This design comes from an exercise in tuning for small area on the open sky130 flow, not from production work. Only simulation tests tie the RTL to the original design; equivalence was not proved.

==> amber <==
==> flow/design.v (excerpt) <==
module tomasulim(CLK, CLR, mem_addr, mem_wdata, mem_we, mem_rdata, cdb_we, cdb_rd, cdb_tag, cdb_data);
export LEC_CHECK = 0
export ABC_AREA = 1
export CAP_MARGIN = 20
export CORE_MARGIN = 2
export CORE_UTILIZATION = 50
export CTS_BUF_LIST = sky130_fd_sc_hd__clkbuf_8
export CTS_CLUSTER_DIAMETER = 60
export CTS_CLUSTER_SIZE = 16
export PLACE_DENSITY = 0.65
export SLEW_MARGIN = 20
create_clock -name core_clock -period 10.0 [get_ports {CLK}]
standard.sh (not shown) runs the stock make flow with config.mk's settings and CLKGATE_MAP_FILE= SYNTH_SCRIPT=/design/flow/synth_recipe.tcl, a recipe that flattens the netlist after the stock synthesis.
==> flow/flow/run.sh <==
#!/bin/bash
set -euo pipefail
here=$(pwd)
rm -rf "$here/orfs_scripts"
cp -r "$FLOW_HOME/scripts" "$here/orfs_scripts"
cp "$here/flow/abc_area.script" "$here/orfs_scripts/abc_area.script"
bash standard.sh SCRIPTS_DIR="$here/orfs_scripts" ABC_AREA=1 finish > "$here/standard_flow.log" 2>&1
==> flow/flow/abc_area.script <==
strash
balance
rewrite
refactor
balance
rewrite
rewrite -z
balance
refactor -z
rewrite -z
balance
dch -f
amap
strash
dch -f
amap
topo
stime -c
buffer -c
upsize -c
dnsize -c
==> inputs of tundra, as changes to amber <==
--- a/flow/design.v
+++ b/flow/design.v
@@ -162,21 +162,19 @@
 	reg strAddSub, strLoadStore, latencia, WMen, confLoadStore;
 	wire confLoad = latencia;	 
 	reg [15:0] DadoR;
 	reg [1:0] IDas;
 	reg [2:0] OPas_rd;
-	wire OPas_v = |IDas;	 
 	reg [4:0] DadoA;
 	reg [1:0] IDls;
 	reg [2:0] OPls_rd;
 	reg OPls_isst;
 	wire OPls_ld = |IDls && !OPls_isst;
 	wire OPls_st = |IDls && OPls_isst;
 	reg [1:0] ua_cont;
 	reg [1:0] ua_id;
 	reg [2:0] ua_rd;
-	reg [15:0] res_data;
 	reg ls_busy;
 	reg [4:0] ls_addr;
 	reg [1:0] ls_id;
 	reg [2:0] ls_rd;
 	reg [1:0] confA, confL;
@@ -306,11 +304,10 @@
 			end
 		end
 	end
 	always @(posedge CLK) begin
 		if (as_go) begin
-			DadoR <= q_v ? RA1 : RA0;
 			IDas <= q_v ? {vA1, 1'b0} : {1'b0, vA0};
 			OPas_rd <= q_v ? rdA1 : rdA0;
 		end
 		if (ls_go) begin
 			DadoA <= q2_v ? AL1 : AL0;
@@ -320,29 +317,29 @@
 		end
 	end
 	always @(posedge CLK, posedge CLR) begin
 		if (CLR) begin
 			ua_cont <= 2'b00;
-			res_data <= 16'b0;
+			DadoR <= 16'b0;
 			ls_busy <= 1'b0;
 			confA <= 2'b0;
 			confL <= 2'b0;
 			combo_q <= 1'b0;
 			cdb_we <= 1'b0;
 			tag <= 3'b0;
 			cdb_data <= 16'b0;
 			cdb_rd <= 3'b0;
 		end else begin
+			if (as_go && (q_v ? vA1 : vA0)) DadoR <= q_v ? RA1 : RA0;
 			case (ua_cont)
 				2'b00: if (strAddSub) ua_cont <= 2'b01;
 				2'b01: begin
 					ua_cont <= 2'b10;
 					if (ua_id != 2'b00) confA <= ua_id;
 				end
 				2'b10: begin
 					ua_cont <= 2'b00;
-					if (OPas_v) res_data <= DadoR;
 				end
 				default: ;
 			endcase
 			if (confLoadStore)
 				ls_busy <= 1'b0;
@@ -357,11 +354,11 @@
 			cdb_we <= 1'b0;
 			if (combo_q && !(confAddSub | confLoad)) begin
 				cdb_we <= 1'b1;
 				if (!ls_busy) begin
 					tag <= {1'b0, ua_id};
-					cdb_data <= res_data;
+					cdb_data <= DadoR;
 					cdb_rd <= ua_rd;
 				end else begin
 					tag <= {|ls_id, ls_id};
 					cdb_data <= Dadolido;
 					cdb_rd <= ls_rd;
==> flow/flow/run.sh (replaced) <==
#!/bin/bash
set -euo pipefail
here=$(pwd)
rm -rf "$here/orfs_scripts"
cp -r "$FLOW_HOME/scripts" "$here/orfs_scripts"
cp "$here/flow/abc_area.script" "$here/orfs_scripts/abc_area.script"
sed -i 's/^  -sink_clustering_enable \\$/  -sink_clustering_enable -dont_use_dummy_load \\/' "$here/orfs_scripts/cts.tcl"
grep -q -- '-dont_use_dummy_load' "$here/orfs_scripts/cts.tcl"
bash standard.sh SCRIPTS_DIR="$here/orfs_scripts" ABC_AREA=1 "BUFFER_PORTS_ARGS=-buffer_cell sky130_fd_sc_hd__buf_1" finish > "$here/standard_flow.log" 2>&1
==> flow_summary.yaml <==
status:
  outcome: "complete, no violations"
power_and_ir_drop:
  vdd.ir_drop.worst_mv: 0.124
  power.density_nw_per_um2: 348
  internal_power_mw: 6.57
yosys:
  synth_top_area_share_pct: 37.3
  avgSynthCellArea_um2: 11.1
  synth_area_leaders: "edfxtp_1 37%, dfrtp_1 24%, o22ai_1 9.4%"
  synth.distinct_cells: 54
  synth-edff-count: 386
  synth_area_um2: 31000
final_layout:
  sh_seq_area_pct: 58.7
  regArea_um2: 19500
critical_path:
  max_stage_delay_ns: 0.82
floorplanning:
  die_w_um: 253
worst_hold_path:
  min_from: "OPls_rd[0]$_DFFE_PP_"
routing:
  dr_wl_met3_mm: 8.57
  routed_wl_mm: 90.1
the above is filed under tundra

==> flow_summary.yaml <==
status:
  outcome: "complete, no violations"
yosys:
  synth.distinct_cells: 55
  synth_top_area_share_pct: 38.2
  avgSynthCellArea_um2: 11.3
  synth-edff-count: 402
  synth_area_leaders: "edfxtp_1 38%, dfrtp_1 24%, o22ai_1 8.5%"
  synth_area_um2: 31600
critical_path:
  max_stage_delay_ns: 0.86
worst_hold_path:
  min_from: "DadoA[4]$_DFFE_PP_"
power_and_ir_drop:
  vdd.ir_drop.worst_mv: 0.189
  internal_power_mw: 6.83
final_layout:
  regArea_um2: 20000
  sh_seq_area_pct: 57.9
routing:
  dr_wl_met3_mm: 8.84
floorplanning:
  die_w_um: 255
the above is filed under amber

==> static timing again, ports no longer ideal <==
No port has a modelled driver above. Below, the same layouts with a new extraction and two added sets of constraints.
Step 1 (the two cells are an assumption about what drives the block):
set clk [get_ports {CLK}]
set_driving_cell -lib_cell sky130_fd_sc_hd__clkbuf_16 $clk
set_driving_cell -lib_cell sky130_fd_sc_hd__buf_2 [delete_from_list [all_inputs] $clk]
Step 2 adds t to the input delays and takes it off the output delays; t is the mean of the earliest and latest rising clock arrival at the registers after step 1. Input paths then give back, and output paths get back, about the clock's delay inside the block.
Slacks: no drivers / after step 1 / after step 2; pairs: no drivers / after step 1.
run | t (ns) | setup WS [ns] | worst register clock-pin slew, ns
amber | 0.752 | 2.726 / 2.726 / 2.726 | 0.11 / 0.11
tundra | 0.747 | 3.016 / 3.016 / 3.016 | 0.11 / 0.11
After both steps every run listed still meets setup and hold.
